From an optimization exercise on the open Yosys and OpenROAD flow, aimed at a short achievable clock period and few clock cycles; shortcuts taken in it are not production practice.
No activity file was given, so power comes from the tool's default toggle rates.

Setup of lane 1:
Design cpu, start of the top module:
module cpu(input         clk, reset,
           input  [15:0] dataout, instruction,
           output        MemRd, MemWr,
           output [15:0] datain, instrAddr, dataAddr);
Settings: LEC_CHECK=0, CAP_MARGIN=20, CORE_MARGIN=2, CORE_UTILIZATION=55, PLACE_DENSITY=0.7, SLEW_MARGIN=20, SYNTH_HIERARCHICAL=1; clock period 13.0 ns.
standard.sh (not shown) runs the stock make flow with config.mk's settings and CLKGATE_MAP_FILE= SYNTH_SCRIPT=/design/flow/synth_recipe.tcl, a recipe that flattens the netlist after the stock synthesis.
==> flow/flow/run.sh <==
#!/bin/bash
# Own flow: the standard layout, with two changes to how it is made (the clock period
# and constraints are unchanged):
#  - the port buffers that buffer_ports inserts are plain buffers (buf_2), not whatever cell
#    it picks by default (a delay cell on this platform);
#  - repair_timing aims for more setup slack than the default.
set -euo pipefail
bash standard.sh SETUP_SLACK_MARGIN=9.2 'BUFFER_PORTS_ARGS=-buffer_cell sky130_fd_sc_hd__buf_2' finish > flow_standard.log 2>&1
Here is what was changed in the inputs of lane 2 compared with lane 1.
-- flow/design.v --
<<< lane 1, line 20
module bpred(input  [3:0] op,
             input        i11, i4,
             input  [2:0] rs, rd, xd,
             input        xk, xz,
             output       pt);
  wire fbr = (op[3:2] == 2'b10);
  wire fps = fbr & (i4 | op[0] | (~op[1] & i11));
  wire zc  = fbr & op[1] & (i11 | (rs == 3'd0));
  wire r0  = (rd == 3'd0);
  wire hx  = zc & ((xk & (rd == xd)) | r0);
  assign pt = hx ? (op[0] ^ (xz | r0)) : fps;
endmodule
module ao4 #(parameter WIDTH = 16)
>>> lane 2, line 20
module bpred(input  [3:0] op,
             input        i11, i4,
             input  [2:0] rs,
             input  [7:0] rdo,
             input  [7:1] xk,
             input        xz,
             output       pt);
  wire fbr = (op[3:2] == 2'b10);
  wire fps = fbr & (i4 | op[0] | (~op[1] & i11));
  wire zc  = fbr & op[1] & (i11 | (rs == 3'd0));
  wire hx  = zc & |({xk, 1'b1} & rdo);           
  assign pt = hx ? (op[0] ^ (xz | rdo[0])) : fps;
endmodule
module ao4 #(parameter WIDTH = 16)
<<< lane 1, line 144
  reg        xbr;          
  reg        xret, xpt;    
  reg [15:0] xpc2, xpcb;   
  reg [15:0] xrt;          
  reg        xla, xlb;     
>>> lane 2, line 145
  reg        xbr;          
  reg        xret, xpt;    
  reg [15:0] xpc2, xbt;    
  reg [15:0] xrt;          
  reg        xla, xlb;     
<<< lane 1, line 180
  misl ml(eq, lt, gm[2], gm[1], gm[0], rw, st, mis, sel);
  misl ml2(eq, lt, gm[2], gm[1], gm[0], rw, st, mis2, sel2);
  wire [15:0] xbt;          
  ksadd btx(xpcb, xi, 1'b0, xbt);
  wire [15:0] redir = st ? pc : xret ? av : xpt ? xpc2 : xbt;
  wire [7:0]  xe  = {r7 == xni, r6 == xni, r5 == xni, r4 == xni, r3 == xni, r2 == xni, r1 == xni,
>>> lane 2, line 181
  misl ml(eq, lt, gm[2], gm[1], gm[0], rw, st, mis, sel);
  misl ml2(eq, lt, gm[2], gm[1], gm[0], rw, st, mis2, sel2);
  wire [15:0] redir = st ? pc : xret ? av : xpt ? xpc2 : xbt;
  wire [7:0]  xe  = {r7 == xni, r6 == xni, r5 == xni, r4 == xni, r3 == xni, r2 == xni, r1 == xni,
<<< lane 1, line 193
  wire [5:0]  lo;
  ksadd5 loa(pc[4:0], i[4:0], lo[4:0], lo[5]);
  wire        c5 = lo[5];    
  wire [15:0] jt = {pc2[15:13], i[11:0], 1'b0};
>>> lane 2, line 192
  wire [5:0]  lo;
  ksadd5 loa(pc[4:0], i[4:0], lo[4:0], lo[5]);
  wire [5:0]  lob;    
  ksadd5 lob5(pc[4:0], i[4:0], lob[4:0], lob[5]);
  wire        c5 = lo[5];    
  wire [15:0] jt = {pc2[15:13], i[11:0], 1'b0};
<<< lane 1, line 198
  wire fj   = (op[3:1] == 3'b110);
  wire fret = (op == 4'd14);
  wire [3:0] fpq;
  wire       fxk = xv & xwe & xzk;
  bpred bp0(op, i[11], i[4], i[7:5], i[10:8], xd, fxk, xz, fpq[0]);
  bpred bp1(op, i[11], i[4], i[7:5], i[10:8], xd, fxk, xz, fpq[1]);
  bpred bp2(op, i[11], i[4], i[7:5], i[10:8], xd, fxk, xz, fpq[2]);
  bpred bp3(op, i[11], i[4], i[7:5], i[10:8], xd, fxk, xz, fpq[3]);
  wire       fpt = fpq[0];
  wire [10:0] bt1 = i[4] ? pc[15:5] : hip;
  wire [10:0] bt0 = i[4] ? him : pc[15:5];
  wire        sj, sr, sb, ss;
  fdec fd0(op, sj, sr, sb, ss);
>>> lane 2, line 199
  wire fj   = (op[3:1] == 3'b110);
  wire fret = (op == 4'd14);
  wire fpt, fpt2;    
  wire [7:0] rdo;
  dec8 rdd(i[10:8], rdo);
  bpred bp(op, i[11], i[4], i[7:5], rdo, xwd & {7{xzk}}, xz, fpt);
  bpred bp2(op, i[11], i[4], i[7:5], rdo, xwd & {7{xzk}}, xz, fpt2);
  wire [10:0] bt1 = i[4] ? pc[15:5] : hip;
  wire [10:0] bt0 = i[4] ? him : pc[15:5];
  wire [10:0] bth;
  cmux #(11) btm(lob[5], bt1, bt0, bth);
  wire [15:0] bt = {bth, lob[4:0]};
  wire        sj, sr, sb, ss;
  fdec fd0(op, sj, sr, sb, ss);
<<< lane 1, line 216
  assign t0 = p0;
  assign tn = pn;
  nsel #(4) pcm3(fpq[3], c5, t1[15:12], t0[15:12], tn[15:12], fn[15:12]);
  nsel #(4) pcm2(fpq[2], c5, t1[11:8], t0[11:8], tn[11:8], fn[11:8]);
  nsel #(4) pcm1(fpq[1], c5, t1[7:4], t0[7:4], tn[7:4], fn[7:4]);
  nsel #(4) pcm0(fpq[0], c5, t1[3:0], t0[3:0], tn[3:0], fn[3:0]);
  cmux #(8) kmh(sel, redir[15:8], fn[15:8], pcd[15:8]);
  cmux #(8) kml(sel2, redir[7:0], fn[7:0], pcd[7:0]);
>>> lane 2, line 218
  assign t0 = p0;
  assign tn = pn;
  nsel #(8) pcmh(fpt, c5, t1[15:8], t0[15:8], tn[15:8], fn[15:8]);
  nsel #(8) pcml(fpt2, c5, t1[7:0], t0[7:0], tn[7:0], fn[7:0]);
  cmux #(8) kmh(sel, redir[15:8], fn[15:8], pcd[15:8]);
  cmux #(8) kml(sel2, redir[7:0], fn[7:0], pcd[7:0]);
<<< lane 1, line 282
      xret <= fret; xpt <= fpt;
      xzk <= (op == 4'd3);
      xpc2 <= pc2; xpcb <= pc; xrt <= ras;
    end
  always @(posedge clk or posedge reset)
>>> lane 2, line 282
      xret <= fret; xpt <= fpt;
      xzk <= (op == 4'd3);
      xpc2 <= pc2; xbt <= bt; xrt <= ras;
    end
  always @(posedge clk or posedge reset)
### Flow results
- Lane 2 went all the way through synthesis, placement and routing and the layout is clean on timing, DRC and antenna.
- When lane 2 is measured against lane 1, its met3 wirelength from detailed routing turns out about 9% lower.
- The fraction of power consumed by combinational cells number comes out higher for lane 1 vs lane 2.
- In the final reports, the cell area of lane 2 is smaller than that of lane 1.
- Lane 1 has a higher wire length of the first global-routing pass than lane 2.
- On total power: lane 2 sits below lane 1.
- Between lane 1 and lane 2, the flow reports die area decreasing by a few percent.
- Where wire length after detailed routing is concerned, lane 1 is outperformed by lane 2.
No run of this note included a check of the RTL's function; only the layout flow was run.

cpu, a different RTL version from the one above (not shown whole).
For scale: about 84 I/O pins.
## cpu
module cpu(input         clk, reset,
           input  [15:0] dataout, instruction,
           output        MemRd, MemWr,
           output [15:0] datain, instrAddr, dataAddr);
  reg [15:0] pc;           
  reg [15:0] ras;          
  reg        xv;           
  reg [7:1]  xao, xbo;     
  reg [7:0]  xsa, xsb;     
  reg [2:0]  xd;           
  reg        xwe;          
  reg        xand, xcall, xsub;  
  reg        ximm;         
  reg [15:0] xi;           
  reg        xld, xbyte, xsx, xst, xsv;
  reg [8:0]  xs9;          
  reg [2:0]  xtk;          
  reg        xbr;          
  reg        xret, xpt;    
  reg [15:0] xpc2, xbt;    
  reg [15:0] xrt;          
  reg        xla, xlb;     
  reg [15:0] mres, mdata;
  reg [7:1]  mwe;          
  reg        mld, mbyte, msx, mwr;
  reg [15:0] r1, r2, r3, r4, r5, r6, r7;
  reg [7:1]  zf;           
  reg [15:0] xni;          
  reg        xzk;          
  wire [7:0]  xdo = 8'd1 << xd;
  wire [15:0] av = ({16{xsa[0]}} & mres) | ({16{xsa[1]}} & r1) | ({16{xsa[2]}} & r2) |
                   ({16{xsa[3]}} & r3)   | ({16{xsa[4]}} & r4) | ({16{xsa[5]}} & r5) |
                   ({16{xsa[6]}} & r6)   | ({16{xsa[7]}} & r7);
  wire [15:0] bv = ({16{xsb[0]}} & mres) | ({16{xsb[1]}} & r1) | ({16{xsb[2]}} & r2) |
                   ({16{xsb[3]}} & r3)   | ({16{xsb[4]}} & r4) | ({16{xsb[5]}} & r5) |
                   ({16{xsb[6]}} & r6)   | ({16{xsb[7]}} & r7);
  wire        st = xv & (xla | xlb);           
  wire        go = xv & ~st;                   
  wire [15:0] bop = ximm ? xi : bv;
  wire [15:0] sum, dif;
  ksadd adda(av, bop, 1'b0, sum);
  ksadd adds(av, ~bv, 1'b1, dif);
  wire [15:0] res = xcall ? xpc2 : xand ? (av & bop) : xsub ? dif : sum;
  wire        eq = (av == bv);
  wire        lt = dif[15] ^ ((av[15] ^ bv[15]) & (av[15] ^ dif[15]));   
  wire [2:0]  xm  = {3{xbr}} & (xtk ^ {3{xpt}});    
  wire        mbr = eq ? xm[2] : lt ? xm[1] : xm[0];
  wire        mis = go & (mbr | (xret & (av != xrt)));
  wire [15:0] redir = xret ? av : xpt ? xpc2 : xbt;
  wire [7:0]  xe  = {r7 == xni, r6 == xni, r5 == xni, r4 == xni, r3 == xni, r2 == xni, r1 == xni,
                     mres == xni};
  wire        xz  = |(xsa & xe);
  wire        mz  = (mres == 16'd0);
  wire [7:1]  mw  = mwe & {7{~mld}};
  ...
Settings: LEC_CHECK=0, CAP_MARGIN=20, CORE_MARGIN=2, CORE_UTILIZATION=40, PLACE_DENSITY=0.6, SLEW_MARGIN=20, SYNTH_HIERARCHICAL=1; clock period 13.0 ns.
Scripts as last shown in full above: flow/flow/run.sh
Change:
--- a/flow/design.v
+++ b/flow/design.v
@@ -25,20 +25,20 @@
   wire fbr = (op[3:2] == 2'b10);
   wire fps = i4 | op[0] | (~op[1] & i11);
   wire zc  = op[1] & (i11 | (rs == 3'd0));       
   wire [7:0] z = {kz, 1'b1};
   wire [7:0] n = {kn, 1'b0};
   wire [7:0] x = {xw, 1'b0};
   wire rne = ~z[rd];
   wire req = z[rd] | (~n[rd] & i4);
-  assign pm = fbr & (zc ? (op[0] ? rne : req) : fps);
+  assign pm = fbr & fps;
   assign p1 = fbr & (zc ? ~op[0] : fps);
   assign p0 = fbr & (zc ? op[0] : fps);
-  assign hx = zc & x[rd];
+  assign hx = 1'b0;
 endmodule
 module psel(input hx, xz, p1, p0, pm,
             output y);
   assign y = hx ? (xz ? p1 : p0) : pm;
 endmodule
 module ao4 #(parameter WIDTH = 16)
             (input              s0, s1, s2, s3,
              input  [WIDTH-1:0] d0, d1, d2, d3,
@@ -74,16 +74,32 @@
   wire [15:0] p = a ^ b;
   wire [15:0] g0 = (a & b) | {15'd0, p[0] & cin};
   wire [15:0] g1, p1, g2, p2, g3, p3, g4, p4;
   kslvl #(16, 1) l1(g0, p, g1, p1);
   kslvl #(16, 2) l2(g1, p1, g2, p2);
   kslvl #(16, 4) l3(g2, p2, g3, p3);
   kslvl #(16, 8) l4(g3, p3, g4, p4);
   assign s = p ^ {g4[14:0], cin};
+endmodule
+module kscarry(input  [15:0] a, b,
+               input         cin,
+               output        cout);
+  wire [15:0] p = a ^ b;
+  wire [15:0] g0 = (a & b) | {15'd0, p[0] & cin};
+  wire [15:0] g1, p1, g2, p2, g3, p3, g4, p4;
+  kslvl #(16, 1) l1(g0, p, g1, p1);
+  kslvl #(16, 2) l2(g1, p1, g2, p2);
+  kslvl #(16, 4) l3(g2, p2, g3, p3);
+  kslvl #(16, 8) l4(g3, p3, g4, p4);
+  assign cout = g4[15];
+endmodule
+module misl(input  eq, lt, m2, m1, m0, rw,
+            output mis);
+  assign mis = (eq & m2) | (~eq & (lt ? m1 : m0)) | rw;
 endmodule
 module cpu(input         clk, reset,
            input  [15:0] dataout, instruction,
            output        MemRd, MemWr,
            output [15:0] datain, instrAddr, dataAddr);
   reg [15:0] pc;           
   reg [15:0] ras;          
   reg        xv;           
@@ -119,20 +135,23 @@
   wire        st = xv & (xla | xlb);           
   wire        go = xv & ~st;                   
   wire [15:0] bop = ximm ? xi : bv;
   wire [15:0] sum, dif;
   ksadd adda(av, bop, 1'b0, sum);
   ksadd adds(av, ~bv, 1'b1, dif);
   wire [15:0] res = xcall ? xpc2 : xand ? (av & bop) : xsub ? dif : sum;
   wire        eq = (av == bv);
-  wire        lt = dif[15] ^ ((av[15] ^ bv[15]) & (av[15] ^ dif[15]));   
+  wire        nlt;
+  kscarry cmpc({~av[15], av[14:0]}, {bv[15], ~bv[14:0]}, 1'b1, nlt);
+  wire        lt = ~nlt;
   wire [2:0]  xm  = {3{xbr}} & (xtk ^ {3{xpt}});    
-  wire        mbr = eq ? xm[2] : lt ? xm[1] : xm[0];
-  wire        mis = go & (mbr | (xret & (av != xrt)));
+  wire [2:0]  gm  = {3{go}} & xm;
+  wire        mis;
+  misl ml(eq, lt, gm[2], gm[1], gm[0], go & xret & (av != xrt), mis);
   wire [15:0] redir = xret ? av : xpt ? xpc2 : xbt;
   wire [7:0]  xe  = {r7 == xni, r6 == xni, r5 == xni, r4 == xni, r3 == xni, r2 == xni, r1 == xni,
                      mres == xni};
   wire        xz  = |(xsa & xe);
   wire        mz  = (mres == 16'd0);
   wire [7:1]  mw  = mwe & {7{~mld}};
   wire [7:1]  kzm = ~xwd & ((mw & {7{mz}}) | (~mwe & zf));
   wire [7:1]  knm = ~xwd & ((mw & {7{~mz}}) | (~mwe & ~zf));
=> Flip-flop and latch count drops by 8; core utilization drops by 1.7 points; die area drops slightly; wire length drops by roughly a tenth; global-route usage drops by 2.1 points; non-clock buffer count drops by 71; worst setup slack gets better by 300 ps; first-iteration DRC count drops by roughly a tenth; via count drops by a few percent.
Function was not checked in any run of this note: the RTL went through the layout flow alone.

==> separate check: timing with driven ports <==
In the flow no input, the clock included, has a driving cell. The finished layouts below were timed again as built, in two steps.
Step 1 assumes that a clkbuf_16 drives the clock port and a buf_2 every other input.
Step 2 moves the port delays by t, midway between the first and last clock arrival at a register: inputs arrive t later, outputs are due t later. That takes back most of the time a late clock gives input paths.
a / b / c = ideal ports / drivers / drivers and shift; a / b = the first two.
run | t, ns | setup slack, ns | clock arrival spread, ns | worst register clock-pin slew, ns
lane 1 | 0.633 | 9.148 / 9.138 / 8.510 | 0.037 / 0.037 | 0.07 / 0.07
lane 2 | 0.611 | 9.038 / 8.937 / 8.325 | 0.022 / 0.023 | 0.06 / 0.06
the first run of note 2 | 0.612 | 8.552 / 8.433 / 7.821 | 0.032 / 0.032 | 0.06 / 0.06
the second run of note 2 | 0.613 | 8.855 / 8.857 / 8.245 | 0.022 / 0.023 | 0.07 / 0.07
After both steps every run listed still meets setup and hold. The setup slack of the first run of note 2, which loses most, moves by -0.119 ns with the drivers and by -0.731 ns with both steps.
